What follows belongs to an exercise in optimizing a design on an open flow for small area; a production flow would make more cautious choices. The RTL was checked by simulation tests, not by an equivalence proof against the original design. Power is estimated from default activity; no workload was simulated.

==> flow/design.v <==
`timescale 1ns/100ps
module sync_fifo (in,out,clk,rst,is_full,is_empty,rd_en,wr_en,x_dest,y_dest);
	parameter depth=4, data_width=8,nbit=$clog2(depth),addr_width=3;
	input [(data_width+2*addr_width)-1:0] in;
	output [addr_width-1:0] x_dest;
	output [addr_width-1:0] y_dest;
	output logic [(data_width+2*addr_width)-1:0] out;
	input clk;
	input rst;
	output logic is_full;
	output logic is_empty;
	input rd_en;
	input wr_en;
	reg [depth-1:0] [(data_width+2*addr_width)-1:0] mem;
	reg [depth-1:0] count;
	reg [nbit-1:0] head;
	reg [nbit-1:0] tail;
	assign x_dest = mem[tail][data_width+addr_width-1:data_width];
	assign y_dest = mem[tail][data_width+2*addr_width-1: data_width+addr_width];
	always @(posedge clk) begin
		if(rst) begin
			out <= '0;
		end
		else begin
			out <= mem[tail];
		end
	end
	always @(posedge clk) begin
		if (rst==0) begin
			if (wr_en==1 && is_full==0)
				mem[head] <= in;
		end
	end
	always @(posedge clk) begin
		if (rst) begin
			head <= 0;
		end
		else begin
			if (wr_en==1 && is_full==0) begin
				head <= head+1;
			end
		end
	end
	always @(posedge clk) begin
		if (rst) begin
			tail <= 0;
		end
		else begin
			if (rd_en==1 && is_empty==0) begin
				tail <= tail+1;
			end
		end
	end
	always @(posedge clk) begin
	   if (rst) begin
	      count <= 0;
	   end
	   else begin
	      unique case ({rd_en,wr_en})
	         2'b00: count <= count;
	         2'b01: if(!is_full)
						count <= count + 1;
	         2'b10: if(!is_empty)
						count <= count - 1;
	         2'b11: if(is_empty)
						count <= count + 1;
					else if(is_full)
						count <= count - 1;
					else
						count <= count;
	      endcase
	   end
	end
	always @(count) begin
	  	if (count == 0)
			is_empty = 1'b1;
		else
			is_empty = 1'b0;
	end
	always @(count) begin
		if (count < depth)
			is_full = 1'b0;
		else	
			is_full = 1'b1;
	end
endmodule
module fifo (in,out,clk,rst,rd_en,wr_en,is_full,is_empty,x_dest,y_dest);
	parameter n_input=5, data_width=8, addr_width=3;
	input [n_input*(data_width+2*addr_width)-1:0] in;
	input [n_input-1:0] rd_en;
	input [n_input-1:0] wr_en;
	input clk;
	input rst;
	output [n_input*(data_width+2*addr_width)-1:0] out;
	output [n_input-1:0] is_full;
	output [n_input-1:0] is_empty;
	output [n_input*addr_width-1:0] x_dest;
	output [n_input*addr_width-1:0] y_dest;
	localparam W = data_width+2*addr_width;
	sync_fifo fifo_0 (.in(in[0*W +: W]),.out(out[0*W +: W]),.clk(clk),.rst(rst),.is_full(is_full[0]),.is_empty(is_empty[0]),.rd_en(rd_en[0]),.wr_en(wr_en[0]),.x_dest(x_dest[0*addr_width +: addr_width]),.y_dest(y_dest[0*addr_width +: addr_width]));
	sync_fifo fifo_1 (.in(in[1*W +: W]),.out(out[1*W +: W]),.clk(clk),.rst(rst),.is_full(is_full[1]),.is_empty(is_empty[1]),.rd_en(rd_en[1]),.wr_en(wr_en[1]),.x_dest(x_dest[1*addr_width +: addr_width]),.y_dest(y_dest[1*addr_width +: addr_width]));
	sync_fifo fifo_2 (.in(in[2*W +: W]),.out(out[2*W +: W]),.clk(clk),.rst(rst),.is_full(is_full[2]),.is_empty(is_empty[2]),.rd_en(rd_en[2]),.wr_en(wr_en[2]),.x_dest(x_dest[2*addr_width +: addr_width]),.y_dest(y_dest[2*addr_width +: addr_width]));
	sync_fifo fifo_3 (.in(in[3*W +: W]),.out(out[3*W +: W]),.clk(clk),.rst(rst),.is_full(is_full[3]),.is_empty(is_empty[3]),.rd_en(rd_en[3]),.wr_en(wr_en[3]),.x_dest(x_dest[3*addr_width +: addr_width]),.y_dest(y_dest[3*addr_width +: addr_width]));
	sync_fifo fifo_4 (.in(in[4*W +: W]),.out(out[4*W +: W]),.clk(clk),.rst(rst),.is_full(is_full[4]),.is_empty(is_empty[4]),.rd_en(rd_en[4]),.wr_en(wr_en[4]),.x_dest(x_dest[4*addr_width +: addr_width]),.y_dest(y_dest[4*addr_width +: addr_width]));
endmodule
==> flow/run.sh <==
#!/bin/bash
# synth_recipe.tcl (not shown) runs the flow's synth.tcl, then flattens the netlist and writes it again
# the make line also repeats each setting of config.mk as NAME=value (left out here)
make -C /OpenROAD-flow-scripts/flow DESIGN_CONFIG=/design/flow/config.mk WORK_HOME=/design/flow/orfs CLKGATE_MAP_FILE= SYNTH_SCRIPT=/design/flow/synth_recipe.tcl finish
==> flow/config.mk <==
export PLATFORM = sky130hd
export DESIGN_NAME = fifo
export DESIGN_NICKNAME = fifo
export VERILOG_FILES = /design/flow/design.v
export SDC_FILE = /design/flow/constraint.sdc
export NUM_CORES = 4
export LEC_CHECK = 0
export CAP_MARGIN = 20
export CORE_MARGIN = 2
export CORE_UTILIZATION = 40
export SLEW_MARGIN = 20
==> flow/constraint.sdc <==
create_clock -name core_clock -period 8.0 [get_ports {clk}]
set_input_delay 1.6000 -clock core_clock [delete_from_list [all_inputs] [get_ports {clk}]]
set_output_delay 1.6000 -clock core_clock [all_outputs]
set_load 0.01 [all_outputs]
==> results of run 1 <==
## metrics by stage
stage | hold WS, ns | util | total power, uW | instances | area [um^2]
3_3_place_gp | 0.520 | 0.443 | 8580 | 2970 | 26000
2_1_floorplan | 0.485 | - | 7040 | 2143 | 23600
5_1_grt | 0.582 | 0.469 | 11400 | 3058 | 27500
3_5_place_dp | 0.520 | 0.443 | 8690 | 2970 | 26000
4_1_cts | 0.527 | 0.469 | 10800 | 3057 | 27500
6_report | 0.529 | 0.469 | 10800 | 3059 | 27500
## sequential cells by signal, summed over array words and instances (netlist names), 4 cells and up
| register | count |
|---|---|
| fifo_0.count | 4 |
| fifo_2.count | 4 |
| fifo_4.out | 14 |
| fifo_3.mem | 56 |
| fifo_1.count | 4 |
| fifo_0.mem | 56 |
| fifo_2.mem | 56 |
| fifo_0.out | 14 |
| fifo_3.out | 14 |
| fifo_1.out | 14 |
| fifo_2.out | 14 |
| fifo_3.count | 4 |
| fifo_4.count | 4 |
| fifo_4.mem | 56 |
| fifo_1.mem | 56 |
## worst min-delay path, cell delays in order (launching register included)
cell and delay [ns]:
dfxtp_1 0.35, nand2_1 0.07, a21oi_1 0.06
## cells by family (layout without fill, tap and decap cells)
kind of cell,Yosys count,after routing,share of synthesized area
and+or+nand+nor,537,537,0.117
AOI/OAI and AO/OA,507,507,0.147
buffers and inverters,391,533,0.0665
DFF,390,390,0.449
muxes,215,215,0.171
adders and majority gates,59,59,0.0313
xor gates and xnor gates,44,44,0.0184
other,0,1,0
## worst max-delay path by stage
| stage | startpoint | endpoint | slack (ns) | depth (start not counted) |
|---|---|---|---|---|
| after floorplan | rst | fifo_1.mem[0] | 2.97 | 4 |
| after global placement | fifo_3.tail[0] | y_dest[10] | 2.04 | 7 |
| after detailed placement | fifo_3.tail[0] | y_dest[10] | 1.95 | 7 |
| after CTS | fifo_3.tail[0] | y_dest[10] | 1.30 | 7 |
| after global routing | fifo_3.tail[0] | y_dest[10] | 1.04 | 8 |
| final | fifo_3.tail[0] | y_dest[10] | 1.42 | 8 |
## final cells by class
cell class	count	area [um^2]	area share
inverter	234	878	0.0319
multi-input combinational	1362	11500	0.417
antenna	1	2.50	0.0000909
sequential	390	10600	0.386
clock inverter	14	80.1	0.00291
tap	773	967	0.0351
clock buffer	73	1440	0.0522
timing repair buffer	212	2070	0.0753
## metal layers
metal  GRT usage  vias to the layer above  wire, um
met4      0.0675                        0      1920
met2       0.335                      785     30600
met5           0                        -         0
met1       0.297                     8983     28300
li1            -                     8288         -
met3      0.0398                      129      4980
## placed cells by master (no fill, tap or decap), types with 62 or more instances in the layout
master and n:
o21ai_0 69, edfxtp_1 280, clkdlybuf4s50_1 190, nand2_1 117, nand2b_1 78, o22ai_1 161
nor2_1 103, a21oi_1 66, dfxtp_1 106, inv_1 228, nor2b_1 107, mux2i_1 62
mux4_2 141
## synthesized netlist by cell type, types with 7 or more instances
library cell  count
o2bb2ai_1        33
nand2_1         117
and2_1            9
nand2b_1         78
o21ai_0          69
o22ai_1         161
nand3b_1          7
inv_1           228
nor2b_1         107
nor3_1            7
nand3_1          59
clkbuf_1         96
buf_2            31
a31oi_1          10
dfxtp_1         110
nand4_1           8
mux4_1            7
a221o_1          16
a22o_1           13
a221oi_1          7
buf_1            14
xnor2_1          30
a211o_1          15
mux2i_1          62
and3_1            7
ha_1             59
nor2_1          108
or3_1             9
buf_4            15
a21oi_1          66
mux4_2          141
xor2_1            9
o41ai_1          38
o211ai_1         11
edfxtp_1        280
a211oi_1         22
## power breakdown
group / internal (uW) / switching, uW / leakage [uW]
clock network: 1230 / 873 / 0.000745
logic: 2530 / 2820 / 0.00563
registers: 2820 / 532 / 0.00355
==> impl_results.md, run 1 <==
- Initial DRC count: slightly below 2000
- RR Endpoint: fifo_0.mem[30]
- CTS Hold Bufs: 0
- Core Area: about 59000 um^2
- WHS Endpoint: fifo_2.head[1]
- Ys flop type: edfxtp_1
- Worst setup margin: 1.42 ns
- Share of the synthesized area in the top cell type: 0.356
- Initial Utilization: 0.402
- Finish-stage setup viols: 0
- Worst r2r path cells: 7
- Initial DRT Pass Iterations: 5
- Crit-path leading delay family: adder cells
- Worst-path fanout max: 38
- Post-CTS setup buffer count: 0
- Final hold violations: 0
- HP Class: reg2reg
- Clk sinks: 390
- Worst Path Buf+Inv: 2
- Row count: slightly below 90
- Pre-CTS setup slack: approximately 2 ns
- PortBufs: around 190
- Gate Count Post-Synth: approximately 2100
- Static Leak: a little under 0.01 uW
- Global-route usage over all layers: 0.213
- Clock Latency Late Sink: roughly 0.58 ns
- Hold Path Origin: fifo_2.head[1]
- Resize count post-CTS: 0
- Worst r2r src: fifo_0.head[0]
- Fmax: ~150 MHz
- Synth top area cells: edfxtp_1, mux4_2, dfxtp_1, o22ai_1, inv_1
- Max clock buf depth: 3
- Die footprint: 61000 um^2
- Post-synth ARST share: 0
- Post-synth EDFFs: 280
- Critical path type: reg2out
- # DRC: 0
- Worst endpoint required time: 6.40 ns
- DIE HEIGHT: 247 um
- GRT Residual Overflow: 0
- Seq cells post-synth: 390
- Syn_nets: between 2000 and 2500
- Nets: between 2000 and 2500
- Initial antenna violation count: 1
- Worst endpoint data arrival time: 4.98 ns
- Status: timing/DRC/antenna clean
- H-tree Lvls: 2
- CP cell instances: inv_1 > ha_1 > mux2_2 > a22oi_1 > o21ai_0 > a21oi_1 > a2111oi_0 > clkdlybuf4s50_1
- FF-to-FF setup slack: 3.70 ns
- Worst-Margin Slew: 1.03 ns
- CP Capture Type: primary output
- Maxcap violations: 0
- Via-to-Cell Ratio: 5.94
- Largest net degree at the start of global routing: between 50 and 60
- RSZ-0062 raised after global routing: no
- Mapped Area: between 20000 and 25000 um^2
- Vias in the first global route: between 15000 and 20000
- CTS root buf: clkbuf_16
- Relative slew slack: 0.311
- Post-route setup TNS: 0 ns
- Die W: 247 um
- First-pass GRT wire length: a little over 100000 um
- DP Wirelength: 46400 um
- Area growth, synth to finish: 16.6%
- Crit start category: flop
- CP max stage delay: 1.04 ns
- # IOs: ~190
- Cell taking the most area after synthesis: edfxtp_1
- Share of layout cells above drive strength 1: 0.115
- Fillers: 5358
- GP Congestion: between 0.9 and 1
- Peak supply drop: 265 uV
- TritonCTS Buffers: 47
- Final ANT Viol Nets: 0
- Via count: between 15000 and 20000
- Unique masters post-synth: a little under 70
- Final worst path period share: 0.822
- CTS tree: done
- Yosys Warn Count: 1
- Slowest-stage cell, CP: ha_1
- Min Clock Period, post-route: about 6.6 ns
- Hold Path Cell Cnt: 2
- Clock transition at path regs: roughly 0.060 ns
- Pwr dens: ~400 nW/um^2
- Final Skew: roughly 0.013 ns
- Seq/Total Area, Yosys: 0.449
- Wire per inst: between 20 and 25 um
- DRT Wirelength: about 66000 um
- Avg Synthesized Cell Area: roughly 11 um^2
- Fin. max-slew vios: 0
==> inputs of run 2 (changes only) <==
==> flow/design.v (replaced) <==
`timescale 1ns/100ps
module sync_fifo (in,out,clk,rst,is_full,is_empty,rd_en,wr_en,x_dest,y_dest);
	parameter depth=4, data_width=8,nbit=$clog2(depth),addr_width=3;
	localparam W = data_width+2*addr_width;
	input [W-1:0] in;
	output [addr_width-1:0] x_dest;
	output [addr_width-1:0] y_dest;
	output [W-1:0] out;
	input clk;
	input rst;
	output reg is_full;
	output reg is_empty;
	input rd_en;
	input wr_en;
	reg [W-1:0] mem [0:depth-1];
	reg [1:0] head;
	reg [1:0] tail;
	reg [3:0] prv;
	wire wa = wr_en & ~is_full;
	wire ra = rd_en & ~is_empty;
	wire [1:0] head_inc = {head[0], ~head[1]};
	wire [1:0] tail_inc = {tail[0], ~tail[1]};
	wire [3:0] front = {tail == 2'b10, tail == 2'b11, tail == 2'b01, tail == 2'b00};
	wire [3:0] wslot = {head == 2'b10, head == 2'b11, head == 2'b01, head == 2'b00};
	genvar k;
	generate for (k = 0; k < 4; k = k + 1) begin : g_slot
		always @(posedge clk)
			if (wa && wslot[k])
				mem[k] <= in;
	end endgenerate
	wire [W-1:0] head_flit;
	assign head_flit = ({W{front[0]}} & mem[0]) | ({W{front[1]}} & mem[1]) |
	                   ({W{front[2]}} & mem[2]) | ({W{front[3]}} & mem[3]);
	assign out = ({W{prv[0]}} & mem[0]) | ({W{prv[1]}} & mem[1]) |
	             ({W{prv[2]}} & mem[2]) | ({W{prv[3]}} & mem[3]);
	assign x_dest = head_flit[data_width+addr_width-1:data_width];
	assign y_dest = head_flit[W-1:data_width+addr_width];
	always @(posedge clk) begin
		if (rst) begin
			head <= 2'b00;
			tail <= 2'b00;
			prv <= 4'b0000;
			is_empty <= 1'b1;
			is_full <= 1'b0;
		end
		else begin
			prv <= front;
			if (wa)
				head <= head_inc;
			if (ra)
				tail <= tail_inc;
			if (wa && !ra) begin
				is_empty <= 1'b0;
				is_full <= (head_inc == tail);
			end
			else if (ra && !wa) begin
				is_full <= 1'b0;
				is_empty <= (tail_inc == head);
			end
		end
	end
endmodule
module fifo (in,out,clk,rst,rd_en,wr_en,is_full,is_empty,x_dest,y_dest);
	parameter n_input=5, data_width=8, addr_width=3;
	input [n_input*(data_width+2*addr_width)-1:0] in;
	input [n_input-1:0] rd_en;
	input [n_input-1:0] wr_en;
	input clk;
	input rst;
	output [n_input*(data_width+2*addr_width)-1:0] out;
	output [n_input-1:0] is_full;
	output [n_input-1:0] is_empty;
	output [n_input*addr_width-1:0] x_dest;
	output [n_input*addr_width-1:0] y_dest;
	localparam W = data_width+2*addr_width;
	genvar i;
	generate for (i = 0; i < n_input; i = i + 1) begin : g_ch
		sync_fifo ch (.in(in[i*W +: W]),.out(out[i*W +: W]),.clk(clk),.rst(rst),.is_full(is_full[i]),.is_empty(is_empty[i]),.rd_en(rd_en[i]),.wr_en(wr_en[i]),.x_dest(x_dest[i*addr_width +: addr_width]),.y_dest(y_dest[i*addr_width +: addr_width]));
	end endgenerate
endmodule
==> flow/flow/run.sh (new file) <==
#!/bin/bash
# Standard ORFS layout, with the port buffers and the clock tree built from
# small cells.
set -e
cp standard.sh standard_sh.txt
cp config.mk config_mk.txt
export BUFFER_PORTS_ARGS="-buffer_cell sky130_fd_sc_hd__buf_1"
export CTS_ARGS="-sink_clustering_enable -repair_clock_nets -dont_use_dummy_load -buf_list {sky130_fd_sc_hd__clkbuf_4 sky130_fd_sc_hd__clkbuf_8}"
bash standard.sh > standard.log 2>&1
==> flow/standard.sh (new file) <==
#!/bin/bash
# synth_recipe.tcl (not shown) runs the flow's synth.tcl, then flattens the netlist and writes it again
# the make line also repeats each setting of config.mk as NAME=value (left out here)
make -C /OpenROAD-flow-scripts/flow DESIGN_CONFIG=/design/flow/config.mk WORK_HOME=/design/flow/orfs CLKGATE_MAP_FILE= SYNTH_SCRIPT=/design/flow/synth_recipe.tcl "${@:-finish}"
removed: flow/run.sh
==> impl_results.md, run 2 <==
- Status: timing/DRC/antenna clean
- Fmax: 264 MHz
- PortBufs: ~190
- # DRC: 0
- Avg Synthesized Cell Area: 16.6 um^2
- Post-synth ARST share: 0
- Yosys Warn Count: 2
- Seq/Total Area, Yosys: 0.742
- DIE HEIGHT: between 150 and 200 um
- Cell taking the most area after synthesis: edfxtp_1
- Initial Utilization: 0.404
- Vias in the first global route: between 7000 and 8000
- Share of layout cells above drive strength 1: 0.103
- DP Cell Count: 1321
- CP cell instances: mux4_1 > buf_1
- Relative slew slack: 0.457
- Area growth, synth to finish: 14.5%
- Post-route setup TNS: 0 ns
- CTS tree: done
- CP Capture Type: primary output
- Total Power: about 3400 uW
- Regs by FF count: g_ch.ch.mem x280, g_ch.ch.prv x20
- Max reg flops: 280
- HP Class: reg2reg
- Unique masters post-synth: 32
- Crit-path leading delay family: flip-flops
- GP Congestion: 0.738
- Initial DRT Pass Iterations: 4
- Final ANT Viol Nets: 0
- Initial antenna violation count: 1
- Worst-path fanout max: 13
- Post-synth EDFFs: 280
- Worst endpoint data arrival time: 2.19 ns
- TritonCTS Buffers: 54
- Initial DRC count: 382
- Share of the synthesized area in the top cell type: 0.663
- Via count: ~7400
- Synth top area cells: edfxtp_1, a22oi_1, dfxtp_1, mux4_1, mux4_2
- DRT Wirelength: 26800 um
- Clock Latency Late Sink: about 0.56 ns
- # diodes: 0
- Resize count post-CTS: 0
- Gate Count Post-Synth: between 700 and 800
- Top-count cell post-synth: edfxtp_1
- Via-to-Cell Ratio: 5.36
- CTS Hold Bufs: 0
- H-tree Lvls: 2
- Worst endpoint required time: ~6.4 ns
- Row count: 65
- FF-to-FF setup slack: just over 6 ns
- Core Area: 31400 um^2
- # IOs: between 150 and 200
- Largest net degree at the start of global routing: 51
- Maxcap violations: 0
- Worst Path Buf+Inv: 1
- DP Wirelength: ~17000 um
- Global-route usage over all layers: 0.160
- Final hold violations: 0
- Nets: around 1100
- Post-Layout Cell Count: approximately 1400
- Die footprint: around 33000 um^2
- Fin. max-slew vios: 0
- Mapped Area: roughly 13000 um^2
- CTS root buf: clkbuf_8
- First-pass GRT wire length: about 42000 um
- Hold_ws: roughly 0.5 ns
- Clock transition at path regs: around 0.050 ns
- Largest register by flop count: g_ch.ch.mem
- Crit start category: flop
- Final worst path period share: 0.473
- Die W: ~180 um
- Pwr dens: roughly 230 nW/um^2
- Core Util, Final: 0.463
- Clk sinks: 330
- Wire per inst: just under 20 um
- Static Leak: approximately 0.0048 uW
- Min Clock Period, post-route: 3.79 ns
- CP max stage delay: roughly 0.78 ns
- Peak supply drop: roughly 130 uV
- Finish-stage setup viols: 0
- Most frequent cells in the layout: edfxtp_1, buf_1, a22oi_1
- Post-CTS setup buffer count: 0
- Ys flop type: edfxtp_1
- Slowest-stage cell, CP: dfxtp_1
- Seq cells post-synth: between 300 and 400
- RSZ-0062 raised after global routing: no
- Max clock buf depth: 3
- Syn_nets: about 850
- GRT Residual Overflow: 0
- Critical path type: reg2out
- Worst-Margin Slew: between 0.8 and 0.9 ns
- Commonest cells in the netlist: edfxtp_1, a22oi_1, nand2_1, dfxtp_1, clkbuf_1
- Final Skew: about 0.055 ns
- Commonest non-fill, non-tap cell in the layout: edfxtp_1
## run 2: changes by cell type after synthesis, moves of 67 or more
cell / delta
o21ai_0: -67
nor2_1: -89
mux4_2: -126
nand2b_1: -70
nor2b_1: -105
a22oi_1: +134
clkbuf_1: -71
o22ai_1: -161
inv_1: -225
## run 2: worst paths after layout
path | from | to | cells past startpoint
worst max register to register | g_ch[1].ch.is_full | g_ch[1].ch.mem[2][9] | 2
worst min-delay path | g_ch[3].ch.is_full | g_ch[3].ch.is_full | 2
worst max-delay path | g_ch[1].ch.tail[0] | x_dest[4] | 2
worst min register to register | g_ch[3].ch.is_full | g_ch[3].ch.is_full | 2
## run 2: through the flow
step           area [um^2]  setup WS [ns]
4_1_cts              14500           4.13
6_report             14500           4.21
3_3_place_gp         13800           4.60
3_5_place_dp         13800           4.54
5_1_grt              14500           4.06
2_1_floorplan        12700           4.58
## run 2: logic make-up (layout without fill, tap and decap cells)
| group | count (synthesis) | in the layout | synth area share |
|---|---|---|---|
| compound gates | 168 | 168 | 0.0956 |
| xor+xnor | 10 | 10 | 0.00986 |
| fa+ha+maj | 5 | 5 | 0.00493 |
| buf+inv | 49 | 260 | 0.0209 |
| flops | 330 | 330 | 0.742 |
| mux | 37 | 37 | 0.0632 |
| simple gates | 163 | 163 | 0.0637 |
## run 2: area by class of cell
type	instances	area (um^2)
Fill cell	2786	16900
Sequential cell	330	9410
Clock buffer	54	743
Inverter	3	11.3
Tap cell	402	503
Multi-Input combinational cell	383	3050
Timing Repair Buffer	203	808
## run 2: worst register-to-register path: cells and delay by family, from the launching register on
family,cells,cell delay [ns]
AND/OR/NAND/NOR,2,1.03
flip-flops,1,0.33
## run 2: power by group
group / switching (uW) / total [uW] / internal, uW
clock network: 554 / 1150 / 591
registers: 61.5 / 2000 / 1940
logic: 155 / 259 / 104
## run 2: metal layers
| layer | track usage | wire length, um | vias up |
|---|---|---|---|
| met4 | 0.0458 | 516 | 2 |
| li1 | - | - | 3438 |
| met2 | 0.263 | 12900 | 251 |
| met1 | 0.210 | 11500 | 3630 |
| met3 | 0.0437 | 1850 | 55 |
| met5 | 0 | 13 | - |
==> inputs of run 3 (changes only) <==
==> flow/flow/run.sh (replaced) <==
#!/bin/bash
# Standard ORFS layout, with the port buffers and the clock tree built from
# small cells.
set -e
export BUFFER_PORTS_ARGS="-buffer_cell sky130_fd_sc_hd__buf_1"
export CTS_ARGS="-sink_clustering_enable -repair_clock_nets -dont_use_dummy_load -buf_list {sky130_fd_sc_hd__clkbuf_4} -sink_clustering_size 10 -sink_clustering_max_diameter 60"
bash standard.sh CORE_UTILIZATION=65 finish > standard.log 2>&1
==> impl_results.md, run 3 <==
- Status: timing/DRC/antenna clean
- DIE HEIGHT: approximately 140 um
- Unique masters post-synth: 32
- DP Cell Count: approximately 1200
- Share of layout cells above drive strength 1: 0.0849
- CP Capture Type: primary output
- Min Clock Period, post-route: ~3.9 ns
- Crit start category: flop
- H-tree Lvls: 2
- Synth top area cells: edfxtp_1, a22oi_1, dfxtp_1, mux4_1, mux4_2
- Final worst path period share: 0.485
- Global-route usage over all layers: 0.245
- GP Congestion: roughly 0.79
- Via count: 7447
- Max clock buf depth: 3
- Relative slew slack: 0.329
- Largest register by flop count: g_ch.ch.mem
- Sequential Power Share: 0.675
- Post-synth EDFFs: 280
- Regs by FF count: g_ch.ch.mem x280, g_ch.ch.prv x20
- Clk pwr share: 0.238
- GRT Residual Overflow: 0
- Pwr dens: 213 nW/um^2
- Largest net degree at the start of global routing: a little over 50
- Peak supply drop: around 150 uV
- Initial DRC count: 400
- Slowest-stage cell, CP: dfxtp_1
- Clk sinks: 330
- Cell taking the most area after synthesis: edfxtp_1
- Post-route setup TNS: 0 ns
- HP Class: reg2reg
- Post-CTS setup buffer count: 0
- Final ANT Viol Nets: 0
- Area growth, synth to finish: 9.52%
- Initial Utilization: 0.656
- Static Leak: about 0.0046 uW
- Maxcap violations: 0
- Total Power: about 3000 uW
- Final Skew: about 0.014 ns
- Gate Count Post-Synth: between 700 and 800
- Die footprint: 20600 um^2
- # DRC: 0
- Worst-path fanout max: 13
- Commonest non-fill, non-tap cell in the layout: edfxtp_1
- Fmax: between 200 and 300 MHz
- Fin. max-slew vios: 0
- Max reg flops: 280
- PortBufs: 191
- Top-count cell post-synth: edfxtp_1
- Mapped Area: ~13000 um^2
- DP Wirelength: between 15000 and 20000 um
- CTS tree: done
- Clock Latency Late Sink: 0.63 ns
- Switch Pwr: about 700 uW
- Wire per inst: 20.9 um
- Seq cells post-synth: 330
- Resize count post-CTS: 0
- Worst endpoint required time: ~6.4 ns
- Net Sw Frac: 0.236
- Worst Path Buf+Inv: 1
- RSZ-0062 raised after global routing: no
- Ys flop type: edfxtp_1
- Crit-path leading delay family: flip-flops
- Vias in the first global route: 7528
- Avg Synthesized Cell Area: around 17 um^2
- Post-synth ARST share: 0
- Worst-Margin Slew: around 1.0 ns
- Gr busiest metal: met2
- Seq/Total Area, Yosys: 0.742
- Post-Layout Cell Count: about 1200
- Met2 track demand over resource: 0.430
- GRT met1 Usage: 0.307
- Core Util, Final: 0.719
- Share of the synthesized area in the top cell type: 0.663
- CP cell instances: mux4_1 > buf_1
- Hold_ws: slightly above 0.5 ns
- # IOs: roughly 190
- Syn_nets: 849
- Critical path type: reg2out
- CP max stage delay: ~0.81 ns
- Initial DRT Pass Iterations: 5
- Yosys Warn Count: 2
- Clock transition at path regs: 0.11 ns
- Pint: between 2000 and 2500 uW
- Most frequent cells in the layout: edfxtp_1, buf_1, a22oi_1
- Die W: roughly 140 um
- Worst endpoint data arrival time: around 2.3 ns
- DRT Wirelength: 25500 um
- Commonest cells in the netlist: edfxtp_1, a22oi_1, nand2_1, dfxtp_1, clkbuf_1
- Row count: 51
- Finish-stage setup viols: 0
- Nets: between 1000 and 1500
- CTS Hold Bufs: 0
- Via-to-Cell Ratio: 6.10
- CTS root buf: clkbuf_4
- M3 GR Usage: 0.0520
- Initial antenna violation count: 3
- Final hold violations: 0
- Comb power frac: 0.087
- Core Area: between 15000 and 20000 um^2
- First-pass GRT wire length: ~38000 um
- TritonCTS Buffers: 38
run 3: changes by cell type in the layout (fill, tap and decap cells not counted), moves of 2 or more:
cell,before,now
clkbuf_4,0,38
diode_2,0,2
clkbuf_8,54,0
buf_4,12,9
run 3: worst paths after layout:
path,start,endpoint,slack [ns],depth (start not counted)
max reg2reg,g_ch[3].ch.is_full,g_ch[3].ch.mem[0][7],6.18,2
max,g_ch[1].ch.tail[0],y_dest[5],4.12,2
min,g_ch[1].ch.is_full,g_ch[1].ch.is_full,0.50,2
min reg2reg,g_ch[1].ch.is_full,g_ch[1].ch.is_full,0.50,2
run 3: routing by layer:
metal / vias up / routed length (um)
met5: - / 13
met4: 2 / 586
met3: 48 / 1590
met2: 241 / 13200
met1: 3730 / 10100
li1: 3426 / -
run 3: layout make-up:
type                       count  area (um^2)
antenna                        2         5.00
clock buffer                  38          285
fill                        1285         5440
inverter                       3         11.3
multi-input combinational    383         3060
sequential                   330         9410
tap                          265          332
timing repair buffer         200          786
run 3: metrics by stage:
step / worst slack, ns / cell area (um^2)
finish: 4.12 / 13900
global route: 4.01 / 13900
floorplan: 4.58 / 12700
global placement: 4.58 / 13600
CTS: 4.05 / 13900
detailed placement: 4.52 / 13600
run 3: logic make-up (layout without fill, tap and decap cells):
family | Yosys count | count (layout) | share of synthesized area
flip-flops | 330 | 330 | 0.742
AO/OA/AOI/OAI | 168 | 168 | 0.0956
AND/OR/NAND/NOR | 163 | 163 | 0.0637
buffers and inverters | 49 | 241 | 0.0209
multiplexers | 37 | 37 | 0.0632
XOR/XNOR | 10 | 10 | 0.00986
adder cells (fa/ha/maj) | 5 | 5 | 0.00493
other | 0 | 2 | 0
run 3: tightest hold or removal path: cells and delay by family, from the launching register on:
family / cells / cell delay, ns
DFF: 1 / 0.36
AOI/OAI and AO/OA: 1 / 0.05
and+or+nand+nor: 1 / 0.06
run 3: power groups by stage:
| stage | logic, uW | clock network, uW | registers, uW |
|---|---|---|---|
| global route | 282 | 784 | 2010 |
| global placement | 246 | 0 | 2030 |
| CTS | 258 | 723 | 2000 |
| detailed placement | 257 | 0 | 2040 |
| finish | 256 | 704 | 2000 |
| floorplan | 180 | 0 | 2000 |
==> inputs of run 4 (changes only) <==
==> flow/flow/run.sh (replaced) <==
#!/bin/bash
# Standard ORFS layout, with the port buffers and the clock tree built from
# small cells.
set -e
export BUFFER_PORTS_ARGS="-buffer_cell sky130_fd_sc_hd__buf_1"
export CTS_ARGS="-sink_clustering_enable -repair_clock_nets -dont_use_dummy_load -buf_list {sky130_fd_sc_hd__clkbuf_4} -sink_clustering_size 10 -sink_clustering_max_diameter 60"
bash standard.sh CORE_UTILIZATION=40 finish > standard.log 2>&1
==> impl_results.md, run 4 <==
- Maxcap violations: 0
- CTS root buf: clkbuf_4
- Slowest-stage cell, CP: dfxtp_1
- DP Cell Count: around 1300
- Worst setup path endpoint: x_dest[4]
- Unique masters post-synth: 32
- RR Endpoint: g_ch[0].ch.mem[0][11]
- Via count: around 7300
- Worst r2r src: g_ch[0].ch.is_full
- Final Skew: between 0.04 and 0.05 ns
- Ys flop type: edfxtp_1
- Worst-path fanout max: 13
- Critical path type: reg2out
- # IOs: roughly 190
- Syn_nets: between 800 and 900
- CP max stage delay: 0.85 ns
- Core Area: ~31000 um^2
- Post-route setup TNS: 0 ns
- Complex-gate fraction of the synthesized area: 0.0956
- Total Power: around 3000 uW
- PortBufs: 191
- Worst endpoint required time: 6.40 ns
- Wire per inst: roughly 20 um
- Row count: 65
- Fmax: between 200 and 300 MHz
- Crit-path leading delay family: flip-flops
- Synth Area in Adders: 0.00493
- Initial Utilization: 0.404
- Global-route usage over all layers: 0.160
- Via-to-Cell Ratio: 5.34
- Peak supply drop: around 130 uV
- Pwr dens: about 210 nW/um^2
- Max reg flops: 280
- FF-to-FF setup slack: about 6.2 ns
- Crit start category: flop
- Resize count post-CTS: 0
- Final ANT Viol Nets: 0
- Die W: 182 um
- Clock transition at path regs: around 0.1 ns
- Stages on worst setup path: 2
- Mux cell area share after synthesis: 0.0632
- Synth top area cells: edfxtp_1, a22oi_1, dfxtp_1, mux4_1, mux4_2
- CP Capture Type: primary output
- XOR/XNOR Fraction of Synth Area: 0.00986
- Avg Synthesized Cell Area: 16.6 um^2
- Initial DRT Pass Iterations: 5
- Top-count cell post-synth: edfxtp_1
- Max clock buf depth: 3
- First-pass GRT wire length: 41400 um
- Hold Path Origin: g_ch[2].ch.is_full
- Area growth, synth to finish: 11.0%
- Post-synth EDFFs: 280
- Min Clock Period, post-route: 3.91 ns
- Vias in the first global route: between 7000 and 8000
- Switch Pwr: ~710 uW
- HP Class: reg2reg
- Clk pwr share: 0.242
- Regs by FF count: g_ch.ch.mem x280, g_ch.ch.prv x20
- Relative slew slack: 0.468
- Yosys Warn Count: 2
- Main combinational cell family by area after synthesis: compound AO/OA/AOI/OAI gates
- Post-synth ARST share: 0
- Worst endpoint data arrival time: roughly 2.3 ns
- Share of the synthesized area in the top cell type: 0.663
- GRT Residual Overflow: 0
- Initial DRC count: 430
- TritonCTS Buffers: 39
- Comb power frac: 0.087
- Worst setup path start: g_ch[1].ch.tail[0]
- Final worst path period share: 0.489
- Worst Path Buf+Inv: 1
- GP Congestion: about 0.74
- Finish-stage setup viols: 0
- # DRC: 0
- Worst-Margin Slew: 0.797 ns
- DIE HEIGHT: around 180 um
- Net Sw Frac: 0.239
- H-tree Lvls: 2
- Most frequent cells in the layout: edfxtp_1, buf_1, a22oi_1
- Commonest non-fill, non-tap cell in the layout: edfxtp_1
- Initial antenna violation count: 3
- Post-Layout Cell Count: roughly 1400
- CTS tree: done
- Mapped Area: 12700 um^2
- Seq/Total Area, Yosys: 0.742
- Largest register by flop count: g_ch.ch.mem
- Fin. max-slew vios: 0
- Seq cells post-synth: 330
- Die footprint: between 30000 and 40000 um^2
- Gate Count Post-Synth: approximately 760
- Largest net degree at the start of global routing: between 50 and 60
- Clock Latency Late Sink: ~0.63 ns
- Final hold violations: 0
- Pint: approximately 2300 uW
- RSZ-0062 raised after global routing: no
- Status: timing/DRC/antenna clean
- Post-CTS setup buffer count: 0
- DP Wirelength: 16900 um
- CTS Hold Bufs: 0
- CP cell instances: mux4_1 > buf_1
- Cell taking the most area after synthesis: edfxtp_1
- Nets: 1047
- Static Leak: 0.00462 uW
- DRT Wirelength: between 20000 and 30000 um
- Sequential Power Share: 0.671
- Worst r2r path cells: 3
- Share of layout cells above drive strength 1: 0.0887
- Commonest cells in the netlist: edfxtp_1, a22oi_1, nand2_1, dfxtp_1, clkbuf_1
- Post-synthesis simple-gate area fraction: 0.0637
- Clk sinks: 330
## run 4: cell count changes in the layout (fill, tap and decap cells not counted)
cell / delta
nor3_4: -1
buf_4: +3
clkbuf_4: +1
nor3b_2: +1
nor3_2: +1
nor3b_4: -1
## run 4: worst reg2reg max path: stages, from the launching register on
cell,delay (ns)
dfxtp_1,0.36
nand2b_1,0.21
nor3_2,0.61
buf_4,0.32
## run 4: power groups by stage
stage | Sequential [uW] | Clock [uW] | Combinational (uW)
after global placement | 2040 | 0 | 259
after CTS | 2000 | 763 | 263
final | 2000 | 722 | 258
after global routing | 2010 | 831 | 286
after floorplan | 2000 | 0 | 180
after detailed placement | 2040 | 0 | 262
## run 4: cell type report
type | count | area [um^2]
fillers | 2834 | 17300
flip-flops and latches | 330 | 9410
multi-input cells | 383 | 3050
repair buffers | 203 | 808
well taps | 402 | 503
clock buffers | 39 | 293
inverters | 3 | 11.3
diodes | 2 | 5.00
## run 4: through the flow
step / hold WS (ns) / util / setup slack (ns) / instance area (um^2)
after global routing: 0.534 / 0.449 / 3.94 / 14100
after CTS: 0.501 / 0.448 / 4.04 / 14100
after global placement: 0.477 / 0.439 / 4.60 / 13800
after floorplan: 0.440 / - / 4.58 / 12700
final: 0.496 / 0.449 / 4.09 / 14100
after detailed placement: 0.485 / 0.439 / 4.54 / 13800
## run 4: cells by family after synthesis
logic type               Yosys count
AO/OA/AOI/OAI                    168
XOR/XNOR                          10
adder cells (fa/ha/maj)            5
buffers and inverters             49
flip-flops                       330
multiplexers                      37
AND/OR/NAND/NOR                  163
## run 4: how the worst min path moves through the flow
stage	end	depth (start not counted)	slack [ns]
after floorplan	g_ch[2].ch.is_full	2	0.44
after global placement	g_ch[1].ch.is_full	2	0.48
after detailed placement	g_ch[2].ch.is_full	2	0.49
after CTS	g_ch[2].ch.is_full	2	0.50
after global routing	g_ch[2].ch.is_full	2	0.53
final	g_ch[2].ch.is_full	2	0.50
## run 4: routing by layer
| metal | vias to the layer above | global-route usage | wire (um) |
|---|---|---|---|
| li1 | 3430 | - | - |
| met1 | 3584 | 0.212 | 11700 |
| met2 | 220 | 0.262 | 12800 |
| met3 | 40 | 0.0431 | 1720 |
| met4 | 2 | 0.0435 | 507 |
| met5 | - | 0 | 13 |
==> inputs of run 5 (changes only) <==
==> flow/run.sh (new file) <==
#!/bin/bash
# synth_recipe.tcl (not shown) runs the flow's synth.tcl, then flattens the netlist and writes it again
# the make line also repeats each setting of config.mk as NAME=value (left out here)
make -C /OpenROAD-flow-scripts/flow DESIGN_CONFIG=/design/flow/config.mk WORK_HOME=/design/flow/orfs CLKGATE_MAP_FILE= SYNTH_SCRIPT=/design/flow/synth_recipe.tcl finish
removed: flow/flow/run.sh
removed: flow/standard.sh
==> impl_results.md, run 5 <==
- Status: timing/DRC/antenna clean
- GRT met1 Usage: 0.216
- Min Clock Period, post-route: about 4.1 ns
- Share of layout cells above drive strength 1: 0.0986
- Most frequent cells in the layout: edfxtp_1, clkdlybuf4s50_1, a22oi_1
- PortBufs: ~190
- Worst endpoint required time: 6.40 ns
- Post-CTS setup buffer count: 0
- Clk sinks: 330
- Multi-input gate area: just over 3000 um^2
- Worst Path Buf+Inv: 1
- Regs by FF count: g_ch.ch.mem x280, g_ch.ch.prv x20
- Commonest non-fill, non-tap cell in the layout: edfxtp_1
- Worst setup margin: 3.92 ns
- Stages on worst setup path: 2
- Core Area: 31400 um^2
- Cell taking the most area after synthesis: edfxtp_1
- Avg Synthesized Cell Area: 16.6 um^2
- Fin. max-slew vios: 0
- First-pass GRT wire length: ~43000 um
- Finish-stage setup viols: 0
- Pwr dens: 240 nW/um^2
- Seq. cell area: around 9400 um^2
- Gr busiest metal: met2
- Fmax: 245 MHz
- Syn_nets: approximately 850
- DRT Wirelength: between 20000 and 30000 um
- Yosys Warn Count: 2
- GRT Residual Overflow: 0
- Maxcap violations: 0
- # diodes: 0
- Fillers: between 2000 and 3000
- Via count: ~7300
- Crit-path leading delay family: flip-flops
- Synth top area cells: edfxtp_1, a22oi_1, dfxtp_1, mux4_1, mux4_2
- Final Cell Area: 16000 um^2
- Final Skew: roughly 0.011 ns
- Clock Latency Late Sink: between 0.5 and 0.6 ns
- CTS Hold Bufs: 0
- RSZ-0062 raised after global routing: no
- Area growth, synth to finish: 26.4%
- DP Area: 15000 um^2
- Max clock buf depth: 3
- Crit start category: flop
- Final worst path period share: 0.510
- Commonest cells in the netlist: edfxtp_1, a22oi_1, nand2_1, dfxtp_1, clkbuf_1
- Top-count cell post-synth: edfxtp_1
- Resize count post-CTS: 0
- CTS root buf: clkbuf_16
- Clock transition at path regs: approximately 0.060 ns
- Hold_ws: ~0.48 ns
- CTS tree: done
- Die footprint: 33200 um^2
- Relative slew slack: 0.335
- Worst r2r path cells: 2
- Post-Layout Cell Count: 1386
- Seq cells post-synth: 330
- Largest register by flop count: g_ch.ch.mem
- CP cell instances: mux4_1 > clkdlybuf4s50_1
- Slowest-stage cell, CP: dfxtp_1
- Met2 track demand over resource: 0.277
- Gate Count Post-Synth: ~760
- Final hold violations: 0
- Initial Utilization: 0.404
- Initial DRC count: approximately 370
- Nets: about 1000
- Row count: between 60 and 70
- Hold Path Cell Cnt: 2
- CP max stage delay: 0.81 ns
- Peak supply drop: 163 uV
- Post-route setup TNS: 0 ns
- Post-synth ARST share: 0
- Via-to-Cell Ratio: between 5 and 6
- DIE HEIGHT: roughly 180 um
- Post-synth EDFFs: 280
- # DRC: 0
- Global-route usage over all layers: 0.165
- Final ANT Viol Nets: 0
- GP Congestion: between 0.7 and 0.8
- Worst-path fanout max: 13
- Unique masters post-synth: 32
- Initial antenna violation count: 0
- Max reg flops: 280
- H-tree Lvls: 2
- # IOs: 192
- Pre-CTS setup slack: 4.12 ns
- M3 GR Usage: 0.0375
- CP Capture Type: primary output
- Worst endpoint data arrival time: ~2.5 ns
- DP Wirelength: between 15000 and 20000 um
- Wire per inst: between 15 and 20 um
- DP Cell Count: between 1000 and 1500
- Share of the synthesized area in the top cell type: 0.663
- Largest net degree at the start of global routing: just over 50
- Mapped Area: about 13000 um^2
- Static Leak: approximately 0.0055 uW
- Seq/Total Area, Yosys: 0.742
- Critical path type: reg2out
- Die W: approximately 180 um
- Ys flop type: edfxtp_1
- HP Class: reg2reg
- TritonCTS Buffers: 36
- Initial DRT Pass Iterations: 4
- Vias in the first global route: 7656
- Worst-Margin Slew: 0.997 ns
## run 5: cell counts after synthesis
No cell type changed its count.
## run 5: tightest hold or removal path, delay by kind of cell (launching register included)
| kind | cells | cell delay (ns) |
|---|---|---|
| AO/OA/AOI/OAI | 1 | 0.05 |
| flip-flops | 1 | 0.32 |
| AND/OR/NAND/NOR | 1 | 0.06 |
## run 5: power breakdown
group / total [uW] / internal (uW) / switching (uW) / leakage, uW
Sequential: 2000 / 1940 / 61.8 / 0.00298
Combinational: 356 / 199 / 157 / 0.00195
Clock: 1500 / 856 / 642 / 0.000532
## run 5: logic make-up after synthesis
| logic type | after synthesis | synth area share |
|---|---|---|
| AO/OA/AOI/OAI | 168 | 0.0956 |
| XOR/XNOR | 10 | 0.00986 |
| adder cells (fa/ha/maj) | 5 | 0.00493 |
| buffers and inverters | 49 | 0.0209 |
| flip-flops | 330 | 0.742 |
| multiplexers | 37 | 0.0632 |
| AND/OR/NAND/NOR | 163 | 0.0637 |
## run 5: final timing paths
check	start	end	slack (ns)
setup / recovery	g_ch[0].ch.tail[0]	y_dest[2]	3.92
setup reg to reg	g_ch[1].ch.is_full	g_ch[1].ch.mem[0][9]	6.21
hold reg to reg	g_ch[2].ch.is_full	g_ch[2].ch.is_full	0.48
hold / removal	g_ch[2].ch.is_full	g_ch[2].ch.is_full	0.48
## run 5: metal layers
layer	up-vias	routed length, um	share of wire
met5	-	0	0
met4	0	689	0.025
met3	54	1600	0.058
met2	216	13100	0.48
met1	3630	12100	0.44
li1	3444	-	-
## run 5: through the flow
step	util	total power (uW)
floorplan	-	2180
global placement	0.476	2390
detailed placement	0.476	2400
CTS	0.511	3900
global route	0.511	4010
finish	0.511	3860
## run 5: layout make-up
cell class / instances / area share
Sequential cell: 330 / 0.587
Multi-Input combinational cell: 383 / 0.190
Timing Repair Buffer: 202 / 0.124
Clock buffer: 42 / 0.0595
Tap cell: 402 / 0.0314
Clock inverter: 24 / 0.00749
Inverter: 3 / 0.000702
==> inputs of run 6 (changes only) <==
==> flow/flow/run.sh (new file) <==
#!/bin/bash
# The standard ORFS layout (standard.sh) with area-oriented changes:
#  - after floorplan, the combinational logic is re-mapped for area (restructure.tcl)
#  - before repair_design, every combinational cell takes its smallest
#    equivalent size (downsize.tcl); repair_design then fixes slew/cap
#  - ports are buffered with buf_1
#  - the clock tree uses clkbuf_4 leaf clusters and no dummy loads
# make's full output goes to standard.log; ORFS keeps each step's log under orfs/logs.
set -e
here=$(pwd)
export POST_FLOORPLAN_TCL=$here/flow/restructure.tcl
export PRE_RESIZE_TCL=$here/flow/downsize.tcl
export BUFFER_PORTS_ARGS="-buffer_cell sky130_fd_sc_hd__buf_1"
export CTS_ARGS="-sink_clustering_enable -repair_clock_nets -dont_use_dummy_load -buf_list {sky130_fd_sc_hd__clkbuf_4} -sink_clustering_size 10 -sink_clustering_max_diameter 60"
bash standard.sh CORE_UTILIZATION=60 GPL_TIMING_DRIVEN=0 SLEW_MARGIN=10 CAP_MARGIN=10 finish > standard.log 2>&1
==> flow/flow/downsize.tcl (new file) <==
# Give every combinational cell its smallest equivalent; repair_design runs next.
sta::make_equiv_cells [get_libs *]
set n 0
foreach inst [get_cells *] {
  set lc [get_lib_cells -of_objects $inst]
  if {$lc eq "NULL" || $lc eq ""} continue
  set nm [get_name $lc]
  if {[string match "*df*" $nm] || [string match "*dl*" $nm]} continue
  set best $lc
  set ba [get_property $lc area]
  foreach c [sta::find_equiv_cells $lc] {
    if {$c eq "NULL" || $c eq ""} continue
    set cn [get_name $c]
    if {[lsearch -exact $::env(DONT_USE_CELLS) $cn] >= 0} continue
    if {[string match "*lpflow*" $cn] || [string match "*probe*" $cn]} continue
    set a [get_property $c area]
    if {$a < $ba} { set best $c; set ba $a }
  }
  if {$best != $lc} { replace_cell $inst $best; incr n }
}
puts "downsize: resized $n instances"
==> flow/flow/restructure.tcl (new file) <==
# Re-map the combinational logic between the registers for area (ABC via OpenROAD).
set rmp_dir $::env(OBJECTS_DIR)/rmp
file mkdir $rmp_dir
set_dont_use $::env(DONT_USE_CELLS)
restructure -target area -liberty_file [lindex $::env(LIB_FILES) 0] \
  -tielo_port sky130_fd_sc_hd__conb_1/LO -tiehi_port sky130_fd_sc_hd__conb_1/HI \
  -work_dir $rmp_dir -abc_logfile $::env(LOG_DIR)/2_1_restructure_abc.log
==> flow/standard.sh (new file) <==
#!/bin/bash
# synth_recipe.tcl (not shown) runs the flow's synth.tcl, then flattens the netlist and writes it again
# the make line also repeats each setting of config.mk as NAME=value (left out here)
make -C /OpenROAD-flow-scripts/flow DESIGN_CONFIG=/design/flow/config.mk WORK_HOME=/design/flow/orfs CLKGATE_MAP_FILE= SYNTH_SCRIPT=/design/flow/synth_recipe.tcl "${@:-finish}"
removed: flow/run.sh
==> impl_results.md, run 6 <==
- Post-synth ARST share: 0
- Fillers: roughly 1500
- Critical path type: reg2out
- Crit start category: flop
- Finish-stage setup viols: 0
- Global-route usage over all layers: 0.241
- Most frequent cells in the layout: edfxtp_1, buf_1, a221o_1, a22o_1, dfxtp_1
- Status: timing/DRC/antenna clean
- Worst-path fanout max: 17
- Final Skew: 0.0533 ns
- TritonCTS Buffers: 38
- DRT Wirelength: ~27000 um
- Pwr dens: 221 nW/um^2
- Post-route setup TNS: 0 ns
- FF-to-FF setup slack: approximately 5.8 ns
- Worst endpoint required time: 6.40 ns
- Clock transition at path regs: approximately 0.11 ns
- Regs by FF count: g_ch.ch.mem x280, g_ch.ch.prv x20
- Worst setup path start: g_ch[3].ch.tail[1]
- Nets: about 1100
- DIE HEIGHT: ~150 um
- Share of the synthesized area in the top cell type: 0.663
- CTS tree: done
- Final hold violations: 0
- Synth top area cells: edfxtp_1, a22oi_1, dfxtp_1, mux4_1, mux4_2
- Die footprint: 22300 um^2
- Max clock buf depth: 3
- Area growth, synth to finish: 9.05%
- Yosys Warn Count: 2
- Seq cells post-synth: 330
- Fin. max-slew vios: 0
- Ys flop type: edfxtp_1
- Clk sinks: between 300 and 400
- Static Leak: 0.00436 uW
- DP Wirelength: around 18000 um
- Row count: 53
- Initial DRC count: between 500 and 600
- Top-count cell post-synth: edfxtp_1
- Commonest non-fill, non-tap cell in the layout: edfxtp_1
- Share of layout cells above drive strength 1: 0.0797
- Die W: 149 um
- Worst r2r src: g_ch[3].ch.tail[1]
- Clock Latency Late Sink: approximately 0.67 ns
- Seq/Total Area, Yosys: 0.742
- GRT Residual Overflow: 0
- Syn_nets: 849
- CTS Hold Bufs: 0
- Commonest cells in the netlist: edfxtp_1, a22oi_1, nand2_1, dfxtp_1, clkbuf_1
- Initial antenna violation count: 1
- Initial DRT Pass Iterations: 8
- GP Congestion: about 0.77
- Maxcap violations: 0
- Gate Count Post-Synth: around 760
- Post-synth EDFFs: 280
- Post-Layout Cell Count: 1242
- Worst endpoint data arrival time: about 2.8 ns
- Peak supply drop: ~150 uV
- RR Endpoint: g_ch[3].ch.is_full
- WHS Endpoint: g_ch[4].ch.prv[3]
- Hold Path Origin: g_ch[4].ch.tail[0]
- CTS root buf: clkbuf_4
- Worst-Margin Slew: ~0.9 ns
- # IOs: 192
- Cell taking the most area after synthesis: edfxtp_1
- Fmax: 228 MHz
- Initial Utilization: 0.607
- Vias in the first global route: between 7000 and 8000
- RSZ-0062 raised after global routing: no
- H-tree Lvls: 2
- Max reg flops: between 200 and 300
- Core Area: 20900 um^2
- Largest net degree at the start of global routing: 42
- Min Clock Period, post-route: 4.38 ns
- Worst r2r path cells: 4
- PortBufs: 191
- DP Cell Count: 1203
- Unique masters post-synth: 32
- Relative slew slack: 0.383
- Final worst path period share: 0.547
- Final ANT Viol Nets: 0
- Mapped Area: between 10000 and 15000 um^2
- Hold Path Cell Cnt: 1
- HP Class: reg2reg
- CP Capture Type: primary output
- Via count: just under 8000
- # DRC: 0
- Resize count post-CTS: 0
- Via-to-Cell Ratio: approximately 6.4
- First-pass GRT wire length: about 41000 um
- Post-CTS setup buffer count: 0
- Wire per inst: 22.0 um
- Largest register by flop count: g_ch.ch.mem
- Avg Synthesized Cell Area: ~17 um^2
## run 6: cell count changes in the layout (fill, tap and decap cells not counted), sizes merged, moves of 18 or more
cell	before	now
buf	12	219
clkdlybuf4s50	190	0
a22oi	140	31
nand2	85	10
a221o	0	70
a22o	0	70
a221oi	0	48
mux4	30	0
nor3	8	38
clkinv	20	41
nor3b	18	0
## run 6: routing by layer
layer  share of wire  GRT usage  vias to the layer above
met3           0.092     0.0664                       54
met4           0.023     0.0729                        0
met2            0.48      0.390                      335
met5               0          0                        -
met1            0.40      0.322                     3912
li1                -          -                     3607
## run 6: critical path: stages (launching register included)
cell and delay (ns):
dfxtp_1 0.77, clkinv_1 0.65, a221oi_1 0.46, a21oi_1 0.10, buf_1 0.16
## run 6: report_power, final
| part | internal, uW | switching (uW) | total (uW) | leakage [uW] |
|---|---|---|---|---|
| Combinational | 128 | 206 | 334 | 0.00121 |
| Sequential | 1950 | 65.3 | 2020 | 0.00298 |
| Clock | 220 | 485 | 705 | 0.000175 |
## run 6: cell type report
class	count	area, um^2	area share
multi-input combinational	338	2690	0.194
inverter	41	154	0.0111
clock buffer	38	285	0.0206
buffer	10	37.5	0.00271
sequential	330	9410	0.680
antenna	1	2.50	0.000181
tap	275	344	0.0249
timing repair buffer	209	913	0.0660
## run 6: worst max-delay path by stage
stage	endpoint	slack, ns	depth (start not counted)
floorplan	g_ch[1].ch.mem[0][0]	4.58	2
detailed placement	y_dest[9]	4.34	4
global placement	g_ch[2].ch.mem[1][1]	3.82	3
global route	y_dest[9]	3.37	4
CTS	y_dest[9]	3.63	4
finish	y_dest[9]	3.62	4
## run 6: through the flow
stage / total power [uW] / cell area [um^2] / setup WS, ns / hold slack (ns) / utilization
floorplan: 2180 / 12700 / 4.58 / 0.440 / -
global placement: 2360 / 13300 / 3.82 / 0.478 / 0.634
detailed placement: 2390 / 13500 / 4.34 / 0.492 / 0.648
CTS: 3080 / 13800 / 3.63 / 0.479 / 0.662
global route: 3180 / 13800 / 3.37 / 0.523 / 0.662
finish: 3050 / 13800 / 3.62 / 0.480 / 0.662
## run 6: cell families after synthesis
group	Yosys count	share of synthesized area
buffers and inverters	49	0.0209
XOR/XNOR	10	0.00986
adder cells (fa/ha/maj)	5	0.00493
AO/OA/AOI/OAI	168	0.0956
multiplexers	37	0.0632
AND/OR/NAND/NOR	163	0.0637
flip-flops	330	0.742
==> inputs of run 7 (changes only) <==
--- a/flow/flow/run.sh
+++ b/flow/flow/run.sh
@@ -12,4 +12,4 @@
 export PRE_RESIZE_TCL=$here/flow/downsize.tcl
 export BUFFER_PORTS_ARGS="-buffer_cell sky130_fd_sc_hd__buf_1"
 export CTS_ARGS="-sink_clustering_enable -repair_clock_nets -dont_use_dummy_load -buf_list {sky130_fd_sc_hd__clkbuf_4} -sink_clustering_size 10 -sink_clustering_max_diameter 60"
-bash standard.sh CORE_UTILIZATION=60 GPL_TIMING_DRIVEN=0 SLEW_MARGIN=10 CAP_MARGIN=10 finish > standard.log 2>&1
+bash standard.sh CORE_UTILIZATION=60 SLEW_MARGIN=5 CAP_MARGIN=5 finish > standard.log 2>&1
==> impl_results.md, run 7 <==
- Post-CTS setup buffer count: 0
- Most frequent cells in the layout: edfxtp_1, buf_1, a221o_1, a22o_1, dfxtp_1
- Max reg flops: between 200 and 300
- CP max stage delay: 0.78 ns
- Seq cells post-synth: 330
- Worst setup margin: roughly 3.6 ns
- Wire per inst: ~22 um
- Final worst path period share: 0.549
- DP Cell Count: between 1000 and 1500
- CTS root buf: clkbuf_4
- Die footprint: approximately 22000 um^2
- Worst endpoint required time: 6.40 ns
- DRT Wirelength: 27800 um
- Hold Path Cell Cnt: 2
- DP Wirelength: between 15000 and 20000 um
- GP Congestion: ~0.77
- Max clock buf depth: 3
- Worst endpoint data arrival time: 2.79 ns
- Area growth, synth to finish: 7.07%
- Top-count cell post-synth: edfxtp_1
- Worst-path fanout max: 17
- GRT Residual Overflow: 0
- HP Class: reg2reg
- Regs by FF count: g_ch.ch.mem x280, g_ch.ch.prv x20
- CP Capture Type: primary output
- Finish-stage setup viols: 0
- Nets: about 1000
- Via count: slightly below 8000
- Cell taking the most area after synthesis: edfxtp_1
- Switch Pwr: ~750 uW
- Peak supply drop: about 150 uV
- Share of the synthesized area in the top cell type: 0.663
- Critical path type: reg2out
- Initial Utilization: 0.607
- Via-to-Cell Ratio: 6.40
- First-pass GRT wire length: 41700 um
- Unique masters post-synth: 32
- Post-synth EDFFs: between 200 and 300
- Comb power frac: 0.106
- Commonest cells in the netlist: edfxtp_1, a22oi_1, nand2_1, dfxtp_1, clkbuf_1
- Crit start category: flop
- Resize count post-CTS: 0
- Core Area: roughly 21000 um^2
- Seq/Total Area, Yosys: 0.742
- Net Sw Frac: 0.247
- Clock Latency Late Sink: 0.65 ns
- Final hold violations: 0
- H-tree Lvls: 2
- # IOs: 192
- DIE HEIGHT: 149 um
- Synth top area cells: edfxtp_1, a22oi_1, dfxtp_1, mux4_1, mux4_2
- Post-route setup TNS: 0 ns
- Commonest non-fill, non-tap cell in the layout: edfxtp_1
- Largest net degree at the start of global routing: 42
- # DRC: 0
- Final ANT Viol Nets: 0
- Die W: 149 um
- Status: timing/DRC/antenna clean
- Vias in the first global route: slightly below 8000
- CTS tree: done
- Mapped Area: about 13000 um^2
- Sequential Power Share: 0.663
- Post-Layout Cell Count: around 1200
- Pre-CTS setup slack: about 4.4 ns
- Stages on worst setup path: 4
- Met2 track demand over resource: 0.407
- Final Skew: roughly 0.048 ns
- Ys flop type: edfxtp_1
- Share of layout cells above drive strength 1: 0.0407
- Avg Synthesized Cell Area: 16.6 um^2
- Pint: about 2300 uW
- CTS Hold Bufs: 0
- Fmax: ~230 MHz
- Post-synth ARST share: 0
- Initial DRC count: between 600 and 700
- Initial DRT Pass Iterations: 5
- Global-route usage over all layers: 0.242
- Gr busiest metal: met2
- CP cell instances: clkinv_1 > a221oi_1 > a21oi_1 > buf_1
- Gate Count Post-Synth: 762
- Worst-Margin Slew: 1.03 ns
- Core Util, Final: 0.650
- Largest register by flop count: g_ch.ch.mem
- TritonCTS Buffers: 38
- Min Clock Period, post-route: ~4.4 ns
- Pwr dens: 224 nW/um^2
- Syn_nets: about 850
- Relative slew slack: 0.313
- Static Leak: 0.00425 uW
- Clk pwr share: 0.232
- RSZ-0062 raised after global routing: no
- Yosys Warn Count: 2
- Initial antenna violation count: 3
- Slowest-stage cell, CP: dfxtp_1
- Fin. max-slew vios: 0
- Crit-path leading delay family: flip-flops
- Clk sinks: between 300 and 400
- PortBufs: roughly 190
- Clock transition at path regs: ~0.12 ns
- GRT met1 Usage: 0.319
- Row count: between 50 and 60
- Worst Path Buf+Inv: 2
- Worst r2r path cells: 4
- Fillers: about 1600
- M3 GR Usage: 0.0593
- Maxcap violations: 0
-- run 7: cell counts after synthesis --
Identical to the previous run, type by type.
-- run 7: final cells by class --
class | count | area (um^2) | area share
Timing Repair Buffer | 211 | 793 | 0.0584
Clock buffer | 38 | 285 | 0.0210
Antenna cell | 2 | 5.00 | 0.000368
Inverter | 41 | 154 | 0.0113
Sequential cell | 330 | 9410 | 0.693
Tap cell | 275 | 344 | 0.0253
Multi-Input combinational cell | 338 | 2590 | 0.191
-- run 7: worst min-delay path, stage by stage (launching register included) --
cell	delay, ns
dfxtp_1	0.33
clkinv_1	0.05
o211ai_1	0.08
-- run 7: layer usage --
layer | vias to the layer above | part of all wire
li1 | 3596 | -
met1 | 3938 | 0.40
met2 | 327 | 0.50
met3 | 42 | 0.085
met4 | 0 | 0.018
met5 | - | 0
-- run 7: kinds of logic (layout without fill, tap and decap cells) --
kind of cell / count (synthesis) / after routing / synth area share
xor gates and xnor gates: 10 / 0 / 0.00986
adders and majority gates: 5 / 0 / 0.00493
other: 0 / 2 / 0
AOI/OAI and AO/OA: 168 / 270 / 0.0956
and+or+nand+nor: 163 / 68 / 0.0637
muxes: 37 / 0 / 0.0632
buffers and inverters: 49 / 290 / 0.0209
DFF: 330 / 330 / 0.742
-- run 7: worst paths after layout --
path | from | end | slack (ns)
setup / recovery | g_ch[3].ch.tail[1] | y_dest[10] | 3.61
hold / removal | g_ch[0].ch.is_empty | g_ch[0].ch.is_empty | 0.51
setup reg to reg | g_ch[3].ch.tail[1] | g_ch[3].ch.is_full | 5.86
hold reg to reg | g_ch[0].ch.is_empty | g_ch[0].ch.is_empty | 0.51
-- run 7: stage by stage --
step | cell area [um^2] | total power [uW] | hold slack (ns)
finish | 13600 | 3040 | 0.508
global route | 13600 | 3170 | 0.536
CTS | 13600 | 3070 | 0.511
detailed placement | 13300 | 2380 | 0.493
global placement | 13500 | 2370 | 0.483
floorplan | 12700 | 2180 | 0.440
-- run 7: power groups by stage --
| stage | sequential, uW | clock, uW | combinational, uW |
|---|---|---|---|
| 6_report | 2020 | 705 | 322 |
| 3_3_place_gp | 2050 | 0 | 318 |
| 4_1_cts | 2020 | 728 | 321 |
| 5_1_grt | 2030 | 788 | 351 |
| 2_1_floorplan | 2000 | 0 | 180 |
| 3_5_place_dp | 2060 | 0 | 320 |
==> inputs of run 8 (changes only) <==
--- a/flow/flow/run.sh
+++ b/flow/flow/run.sh
@@ -12,4 +12,4 @@
 export PRE_RESIZE_TCL=$here/flow/downsize.tcl
 export BUFFER_PORTS_ARGS="-buffer_cell sky130_fd_sc_hd__buf_1"
 export CTS_ARGS="-sink_clustering_enable -repair_clock_nets -dont_use_dummy_load -buf_list {sky130_fd_sc_hd__clkbuf_4} -sink_clustering_size 10 -sink_clustering_max_diameter 60"
-bash standard.sh CORE_UTILIZATION=60 SLEW_MARGIN=5 CAP_MARGIN=5 finish > standard.log 2>&1
+bash standard.sh CORE_UTILIZATION=60 finish > standard.log 2>&1
==> impl_results.md, run 8 <==
- Peak supply drop: roughly 190 uV
- Initial DRT Pass Iterations: 5
- CTS Hold Bufs: 0
- GRT Residual Overflow: 0
- DIE HEIGHT: ~150 um
- RSZ-0062 raised after global routing: no
- Fin. max-slew vios: 0
- TritonCTS Buffers: 38
- H-tree Lvls: 2
- Switch Pwr: 746 uW
- Clk pwr share: 0.230
- Fillers: between 1500 and 2000
- Critical path type: reg2out
- Crit start category: flop
- Worst r2r path cells: 4
- DP Wirelength: 17300 um
- Final ANT Viol Nets: 0
- Min Clock Period, post-route: 4.37 ns
- Area growth, synth to finish: 7.31%
- Initial antenna violation count: 3
- DRT Wirelength: roughly 28000 um
- Worst-Margin Slew: roughly 1 ns
- Sequential Power Share: 0.664
- Via count: 7901
- Worst Path Buf+Inv: 2
- Comb power frac: 0.106
- Worst r2r src: g_ch[3].ch.tail[1]
- Share of layout cells above drive strength 1: 0.0417
- Post-CTS setup buffer count: 0
- Wire per inst: roughly 22 um
- HP Class: reg2reg
- CP Capture Type: primary output
- Seq cells post-synth: 330
- Pwr dens: 223 nW/um^2
- Avg Synthesized Cell Area: around 17 um^2
- Largest net degree at the start of global routing: 32
- CTS root buf: clkbuf_4
- Worst-path fanout max: 17
- Max reg flops: 280
- Post-synth ARST share: 0
- Mapped Area: 12700 um^2
- Largest register by flop count: g_ch.ch.mem
- Regs by FF count: g_ch.ch.mem x280, g_ch.ch.prv x20
- Commonest cells in the netlist: edfxtp_1, a22oi_1, nand2_1, dfxtp_1, clkbuf_1
- Maxcap violations: 0
- Resize count post-CTS: 0
- Commonest non-fill, non-tap cell in the layout: edfxtp_1
- Clock Latency Late Sink: roughly 0.65 ns
- Yosys Warn Count: 2
- Row count: 53
- Clock transition at path regs: 0.10 ns
- Worst endpoint data arrival time: about 2.8 ns
- First-pass GRT wire length: ~42000 um
- Hold Path Cell Cnt: 1
- Core Area: around 21000 um^2
- CP cell instances: clkinv_1 > a221oi_1 > a21oi_1 > buf_1
- Stages on worst setup path: 4
- Top-count cell post-synth: edfxtp_1
- Global-route usage over all layers: 0.241
- Die W: ~150 um
- Share of the synthesized area in the top cell type: 0.663
- GP Congestion: roughly 0.77
- Synth top area cells: edfxtp_1, a22oi_1, dfxtp_1, mux4_1, mux4_2
- Nets: roughly 1000
- Clk sinks: 330
- Relative slew slack: 0.321
- FF-to-FF setup slack: 5.86 ns
- CP max stage delay: between 0.7 and 0.8 ns
- Post-route setup TNS: 0 ns
- Static Leak: 0.00426 uW
- PortBufs: between 150 and 200
- Via-to-Cell Ratio: approximately 6.4
- Fmax: around 230 MHz
- Worst setup path start: g_ch[3].ch.tail[1]
- Unique masters post-synth: 32
- Final hold violations: 0
- Max clock buf depth: 3
- Most frequent cells in the layout: edfxtp_1, buf_1, a221o_1, a22o_1, dfxtp_1
- Total Power: 3040 uW
- # DRC: 0
- Vias in the first global route: ~7900
- Cell taking the most area after synthesis: edfxtp_1
- Post-synth EDFFs: 280
- DP Area: between 10000 and 15000 um^2
- Final worst path period share: 0.546
- # IOs: 192
- Status: timing/DRC/antenna clean
- RR Endpoint: g_ch[3].ch.is_full
- Slowest-stage cell, CP: dfxtp_1
- Worst setup path endpoint: y_dest[10]
- Seq/Total Area, Yosys: 0.742
- Initial Utilization: 0.607
- Crit-path leading delay family: buffers and inverters
- Pint: approximately 2300 uW
- Syn_nets: between 800 and 900
- Worst endpoint required time: about 6.4 ns
- Final Cell Area: ~14000 um^2
- Die footprint: around 22000 um^2
- Final Skew: 0.0339 ns
- Ys flop type: edfxtp_1
- Initial DRC count: 604
- CTS tree: done
- Finish-stage setup viols: 0
- Net Sw Frac: 0.246
- Hold Path Origin: g_ch[2].ch.tail[0]
- Gate Count Post-Synth: roughly 760
-- run 8: cell counts after synthesis --
No cell type changed its count.
-- run 8: cell families after synthesis --
logic type	synth area share
simple gates	0.0637
compound gates	0.0956
flops	0.742
xor+xnor	0.00986
buf+inv	0.0209
fa+ha+maj	0.00493
mux	0.0632
-- run 8: final cells by class --
cell class,count,area [um^2],area share
Inverter,41,154,0.0113
Antenna cell,3,7.51,0.000552
Sequential cell,330,9410,0.691
Tap cell,275,344,0.0253
Timing Repair Buffer,212,821,0.0603
Multi-Input combinational cell,338,2590,0.190
Clock buffer,38,285,0.0210
-- run 8: power by group through the flow --
stage / logic (uW) / registers (uW) / clock network [uW]
2_1_floorplan: 180 / 2000 / 0
3_3_place_gp: 318 / 2050 / 0
3_5_place_dp: 321 / 2060 / 0
4_1_cts: 323 / 2020 / 728
5_1_grt: 353 / 2030 / 788
6_report: 323 / 2020 / 699
-- run 8: worst min-delay path by stage --
| stage | slack [ns] | to |
|---|---|---|
| after floorplan | 0.44 | g_ch[2].ch.is_full |
| after detailed placement | 0.49 | g_ch[2].ch.prv[0] |
| after CTS | 0.49 | g_ch[2].ch.prv[0] |
| final | 0.50 | g_ch[2].ch.prv[0] |
| after global placement | 0.48 | g_ch[3].ch.prv[3] |
| after global routing | 0.50 | g_ch[2].ch.prv[0] |
-- run 8: per-layer routing --
metal  part of all wire  routed length [um]  vias up  track usage
li1                   -                   -     3607            -
met1               0.39               10800     3893        0.312
met2               0.49               13400      359        0.399
met3              0.099                2720       42       0.0713
met4              0.021                 573        0       0.0724
met5                  0                   0        -            0
-- run 8: metrics by stage --
step | instances | util | setup slack, ns | hold slack [ns]
after CTS | 1234 | 0.651 | 3.67 | 0.494
after global placement | 1195 | 0.644 | 4.52 | 0.483
after floorplan | 762 | - | 4.58 | 0.440
final | 1237 | 0.652 | 3.63 | 0.500
after global routing | 1236 | 0.652 | 3.42 | 0.504
after detailed placement | 1196 | 0.638 | 4.38 | 0.490

==> re-timing with driven ports <==
Ports are ideal in the flow. The routed layouts listed here were re-timed in OpenROAD. Step 1 sets driving cells, clkbuf_16 on the clock port and buf_2 on the other inputs (assumed; they add their load-dependent delay and slew). Step 2 times the ports against the registers' clock, not the clock port: input delays grow and output delays shrink by t, the midpoint of the rising clock arrivals with the driver on. Three values: no drivers, after step 1, after step 2; two values: the first two.
| run | t, ns | setup WS [ns] | worst setup path at the end | pins driven straight from the clock port |
|---|---|---|---|---|
| run 1 | 0.635 | 1.422 / 1.364 / 2.000 | register to output | 1 |
| run 2 | 0.583 | 4.214 / 4.169 / 4.752 | register to output | 1 |
| run 3 | 0.664 | 4.116 / 4.075 / 4.739 | register to output | 1 |
| run 4 | 0.649 | 4.090 / 4.046 / 4.695 | register to output | 1 |
| run 5 | 0.548 | 3.917 / 3.870 / 4.388 | input to register | 1 |
| run 6 | 0.678 | 3.623 / 3.586 / 4.264 | register to output | 1 |
| run 7 | 0.667 | 3.609 / 3.567 / 4.234 | register to output | 1 |
| run 8 | 0.671 | 3.633 / 3.594 / 4.265 | register to output | 1 |
After both steps every run listed still meets setup and hold.
